This design comes from an exercise in tuning for small area, a short achievable clock period and few clock cycles per item on the open sky130 flow, not from production work.

==> run a: inputs <==
## sha1_block
module sha1_block (
    input wire clk,
    input wire rst,
    input wire start,
    input wire [159:0] context_in,
    input wire [511:0] block,
    output wire done,
    output wire [159:0] context_out);
==> module sha1_block, before the edit <==
module sha1_block (
    input wire clk,
    input wire rst,
    input wire start,
    input wire [159:0] context_in,
    input wire [511:0] block,
    output wire done,
    output wire [159:0] context_out);
reg [31:0] a, b, c, d, e;
reg [511:0] win;         
reg [31:0] p;            
reg [31:0] q;            
reg [5:0] cnt;           
reg [1:0] ph;            
reg busy;
reg done_r;
assign done = done_r;
assign context_out = {a, b, c, d, e};
wire [31:0] h0 = context_in[159:128];
wire [31:0] h1 = context_in[127:96];
wire [31:0] h2 = context_in[95:64];
wire [31:0] h3 = context_in[63:32];
wire [31:0] h4 = context_in[31:0];
function [31:0] rotl5(input [31:0] x); rotl5 = {x[26:0], x[31:27]}; endfunction
function [31:0] rotr2(input [31:0] x); rotr2 = {x[1:0], x[31:2]}; endfunction
function [31:0] rotl1(input [31:0] x); rotl1 = {x[30:0], x[31]}; endfunction
function [31:0] kconst(input [1:0] g);
    case (g)
        2'd0: kconst = 32'h5A827999;
        2'd1: kconst = 32'h6ED9EBA1;
        2'd2: kconst = 32'h8F1BBCDC;
        default: kconst = 32'hCA62C1D6;
    endcase
endfunction
function [31:0] ffun(input [1:0] g, input [31:0] x, input [31:0] y, input [31:0] z);
    case (g)
        2'd0: ffun = (x & y) | (~x & z);
        2'd2: ffun = (x & y) | (x & z) | (y & z);
        default: ffun = x ^ y ^ z;
    endcase
endfunction
wire last = busy && (cnt == 6'd40);
wire pre_last = busy && (cnt == 6'd39);
wire [1:0] ph_n = start ? 2'd0 :
                  (cnt == 6'd10) ? 2'd1 :
                  (cnt == 6'd20) ? 2'd2 :
                  (cnt == 6'd30) ? 2'd3 : ph;
wire [31:0] x13 = win[95:64];
wire [31:0] x8  = win[255:224];
wire [31:0] x2  = win[447:416];
wire [31:0] x0  = win[511:480];
wire [31:0] x14 = win[63:32];
wire [31:0] x9  = win[223:192];
wire [31:0] x3  = win[415:384];
wire [31:0] x1  = win[479:448];
wire [31:0] ws0 = rotl1(x13 ^ x8 ^ x2 ^ x0);
wire [31:0] ws1 = rotl1(x14 ^ x9 ^ x3 ^ x1);
wire [2:0] bsel = start ? 3'd0 : cnt[2:0];
wire [63:0] bpair = block[511 - 64*bsel -: 64];
wire from_block = start || (cnt < 6'd8);
wire [31:0] wn0 = from_block ? bpair[63:32] : ws0;
wire [31:0] wn1 = from_block ? bpair[31:0] : ws1;
wire [31:0] fa = ffun(ph, b, c, d);
wire [31:0] a1 = rotl5(a) + fa + p;
wire [31:0] fb = ffun(ph, a, rotr2(b), c);
wire [31:0] s2 = fb + q;
wire [31:0] a2 = rotl5(a1) + s2;
wire [31:0] k_n = last ? 32'd0 : kconst(ph_n);
wire [31:0] p_n = (start ? h4 : c) + k_n + (last ? h4 : wn0);
wire [31:0] q_n = (start ? h3 : rotr2(b)) + k_n + (last ? h3 : wn1) +
                  (pre_last ? h0 : 32'd0);
always @(posedge clk) begin
    if (rst) begin
        busy <= 1'b0;
        done_r <= 1'b0;
    end else begin
        done_r <= last;
        if (start) busy <= 1'b1;
        else if (last) busy <= 1'b0;
    end
    if (start) cnt <= 6'd1;
    else cnt <= cnt + 6'd1;
    ph <= ph_n;
    win <= {win[447:0], wn0, wn1};
    p <= p_n;
    q <= q_n;
    if (start) begin
        a <= h0; b <= h1; c <= h2; d <= h3; e <= h4;
    end else begin
        a <= a2;
        b <= a1 + (last ? h1 : 32'd0);
        c <= rotr2(a) + (last ? h2 : 32'd0);
        d <= last ? q_n : rotr2(b);
        e <= last ? p_n : c;
    end
end
endmodule
make LEC_CHECK=0 CAP_MARGIN=20 CORE_MARGIN=2 CORE_UTILIZATION=50 PLACE_DENSITY=0.65 SETUP_SLACK_MARGIN=2.5 SLEW_MARGIN=20 finish   # period 6.0 ns
run.sh (not shown) runs the stock make flow with config.mk's settings and CLKGATE_MAP_FILE= SYNTH_SCRIPT=/design/flow/synth_recipe.tcl, a recipe that flattens the netlist after the stock synthesis.
==> run b: changes against run a <==
==> flow/design.v (replaced) <==
module sha1_block (
    input wire clk,
    input wire rst,
    input wire start,
    input wire [159:0] context_in,
    input wire [511:0] block,
    output wire done,
    output wire [159:0] context_out);
reg [31:0] a, b, c;       
reg [511:0] win;         
reg [31:0] s;            
reg [31:0] pw;           
reg [31:0] yz;           
reg [6:0] cnt;           
reg [2:0] gk;            
reg [2:0] gf;            
reg busy;
reg f1, f2, f81, f82, f83;   
reg done_r;
assign done = done_r;
assign context_out = {b, rotl2(c), pw, s, a};
wire [31:0] h0 = context_in[159:128];
wire [31:0] h1 = context_in[127:96];
wire [31:0] h2 = context_in[95:64];
wire [31:0] h3 = context_in[63:32];
wire [31:0] h4 = context_in[31:0];
function [31:0] rotl5(input [31:0] x); rotl5 = {x[26:0], x[31:27]}; endfunction
function [31:0] rotr2(input [31:0] x); rotr2 = {x[1:0], x[31:2]}; endfunction
function [31:0] rotl2(input [31:0] x); rotl2 = {x[29:0], x[31:30]}; endfunction
function [31:0] rotl1(input [31:0] x); rotl1 = {x[30:0], x[31]}; endfunction
function [31:0] kconst(input [2:0] g);
    case (g)
        3'd0: kconst = 32'h5A827999;
        3'd1: kconst = 32'h6ED9EBA1;
        3'd2: kconst = 32'h8F1BBCDC;
        3'd3: kconst = 32'hCA62C1D6;
        default: kconst = 32'd0;
    endcase
endfunction
wire [31:0] wx = rotl1(win[95:64] ^ win[255:224] ^ win[447:416] ^ win[511:480]);
wire [31:0] wb = block[511 - 32*cnt[3:0] -: 32];
wire [31:0] wh = (cnt[1:0] == 2'd0) ? h4 : (cnt[1:0] == 2'd1) ? h3 : h2;
wire [31:0] wn = start ? block[511:480] : (cnt < 7'd16) ? wb : (cnt >= 7'd80) ? wh : wx;
wire [31:0] wq1 = win[31:0];                
wire [31:0] y = rotr2(b), z = c;
wire [31:0] fp = ({32{gf[0]}} & y) | ({32{gf[1]}} & ~yz) | ({32{gf[2]}} & (y | z));
wire [31:0] fq = ({32{gf[0]}} & z) | ({32{gf[1]}} & yz) | ({32{gf[2]}} & (y & z));
wire [31:0] f = (a & fp) | (~a & fq);      
wire [31:0] a_n = rotl5(a) + s;
wire [31:0] s_n = f + pw;
wire [31:0] pw_n = c + kconst(gk) + wq1;
wire [31:0] hb = ({32{f82}} & h1) | ({32{f83}} & h0);
always @(posedge clk) begin
    if (rst) begin
        busy <= 1'b0;
        done_r <= 1'b0;
    end else begin
        done_r <= busy && f83;
        if (start) busy <= 1'b1;
        else if (f83) busy <= 1'b0;
    end
    if (start) cnt <= 7'd1;
    else cnt <= cnt + 7'd1;
    f1 <= start;
    f2 <= f1;
    f81 <= busy && !start && (cnt == 7'd80);
    f82 <= busy && !start && (cnt == 7'd81);
    f83 <= busy && !start && (cnt == 7'd82);
    if (start || cnt < 7'd20) gk <= 3'd0;
    else if (cnt < 7'd40) gk <= 3'd1;
    else if (cnt < 7'd60) gk <= 3'd2;
    else if (cnt < 7'd80) gk <= 3'd3;
    else gk <= 3'd4;
    gf <= (f81 || f82) ? 3'b000 :
          (gk == 3'd0) ? 3'b001 :
          (gk == 3'd2) ? 3'b100 : 3'b010;
    win <= {win[479:0], wn};
    s <= s_n;
    pw <= pw_n;
    yz <= rotr2(a) ^ rotr2(b);
    if (start) begin
        a <= rotl2(h2);
        b <= rotl2(h3);
        c <= h4;
    end else begin
        a <= f1 ? h1 : f2 ? h0 : f83 ? s : a_n;
        b <= a + hb;
        c <= rotr2(b);
    end
end
endmodule
==> flow/flow/run.sh (new file) <==
#!/bin/bash
# The standard ORFS layout (standard.sh), except that the buffers ORFS puts on
# every input and output port are the smallest buffer cell instead of the
# resizer's default choice.
set -euo pipefail
bash standard.sh BUFFER_PORTS_ARGS="-buffer_cell sky130_fd_sc_hd__buf_1" finish > flow_make.log 2>&1
==> flow/standard.sh (new file) <==
#!/bin/bash
# synth_recipe.tcl (not shown) runs the flow's synth.tcl, then flattens the netlist and writes it again
# the make line also repeats each setting of config.mk as NAME=value (left out here)
make -C /OpenROAD-flow-scripts/flow DESIGN_CONFIG=/design/flow/config.mk WORK_HOME=/design/flow/orfs CLKGATE_MAP_FILE= SYNTH_SCRIPT=/design/flow/synth_recipe.tcl "${@:-finish}"
--- a/flow/config.mk
+++ b/flow/config.mk
@@ -9,5 +9,5 @@
 export CORE_MARGIN = 2
 export CORE_UTILIZATION = 50
 export PLACE_DENSITY = 0.65
-export SETUP_SLACK_MARGIN = 2.5
+export SETUP_SLACK_MARGIN = 2.7
 export SLEW_MARGIN = 20
removed: flow/run.sh
==> run c: changes against run a <==
--- a/flow/config.mk
+++ b/flow/config.mk
@@ -7,7 +7,6 @@
 export LEC_CHECK = 0
 export CAP_MARGIN = 20
 export CORE_MARGIN = 2
-export CORE_UTILIZATION = 50
-export PLACE_DENSITY = 0.65
-export SETUP_SLACK_MARGIN = 2.5
+export CORE_UTILIZATION = 40
+export PLACE_DENSITY = 0.6
 export SLEW_MARGIN = 20
==> qor summary <==
	run b	run a	run c
Die height	256 microns	297 microns	331 microns
TNS Setup	0 ps	-14310 ps	-9890 ps
Syn Area/Cell	10.4 sq um	9.03 sq um	9.03 sq um
Result of the run	finished clean	failed layout checks	failed layout checks
Layout check failures	-	negative setup slack	negative setup slack
Starting utilization of the core area	50.3%	50.4%	40.2%
Worst path depth	14	33	30
Count of clock buffers in the final design	106	104	104
Number of placed instances with taps included	4592	7294	7619
Number of buffers outside the clock class in the layout	968	1772	1760
Critical R2R Launch	gk[2]	d[4]	d[6]
Cell area after placement	35700 sq um	58700 sq um	59400 sq um
Hold path endpoint	win[305]	win[178]	win[342]
Count of antenna diodes in the layout	42	50	26
Die area	65300 sq um	88100 sq um	110000 sq um
Final critical-path required period	3710 ps	6760 ps	6780 ps
No run of this note included a check of the RTL's function; only the layout flow was run.

separate check: timing with driven ports:
How much do the figures lean on ideal ports? The routed layouts below were timed once more, with nothing changed but the port constraints. Step 1, drivers: a clkbuf_16 drives clk and a buf_2 each remaining input, both assumed. Step 2 adds t to the input delays and takes it off the output delays; t is the mean of the earliest and latest rising clock arrival at the registers after step 1. Input paths then give back, and output paths get back, about the clock's delay inside the block. a / b / c = ideal ports / drivers / drivers and shift; a / b = the first two.
| run | t (ns) | setup slack, ns | worst register clock-pin slew, ns | worst data-port slew with drivers (ns) |
|---|---|---|---|---|
| run a | 0.689 | -0.764 / -0.764 / -1.030 | 0.07 / 0.07 | 0.29 |
| run b | 0.684 | 2.286 / 2.315 / 1.631 | 0.07 / 0.07 | 0.34 |
| run c | 0.705 | -0.780 / -0.780 / -0.780 | 0.07 / 0.07 | 0.21 |
The setup slack of run b, which loses most, moves by +0.029 ns with the drivers and by -0.655 ns with both steps.
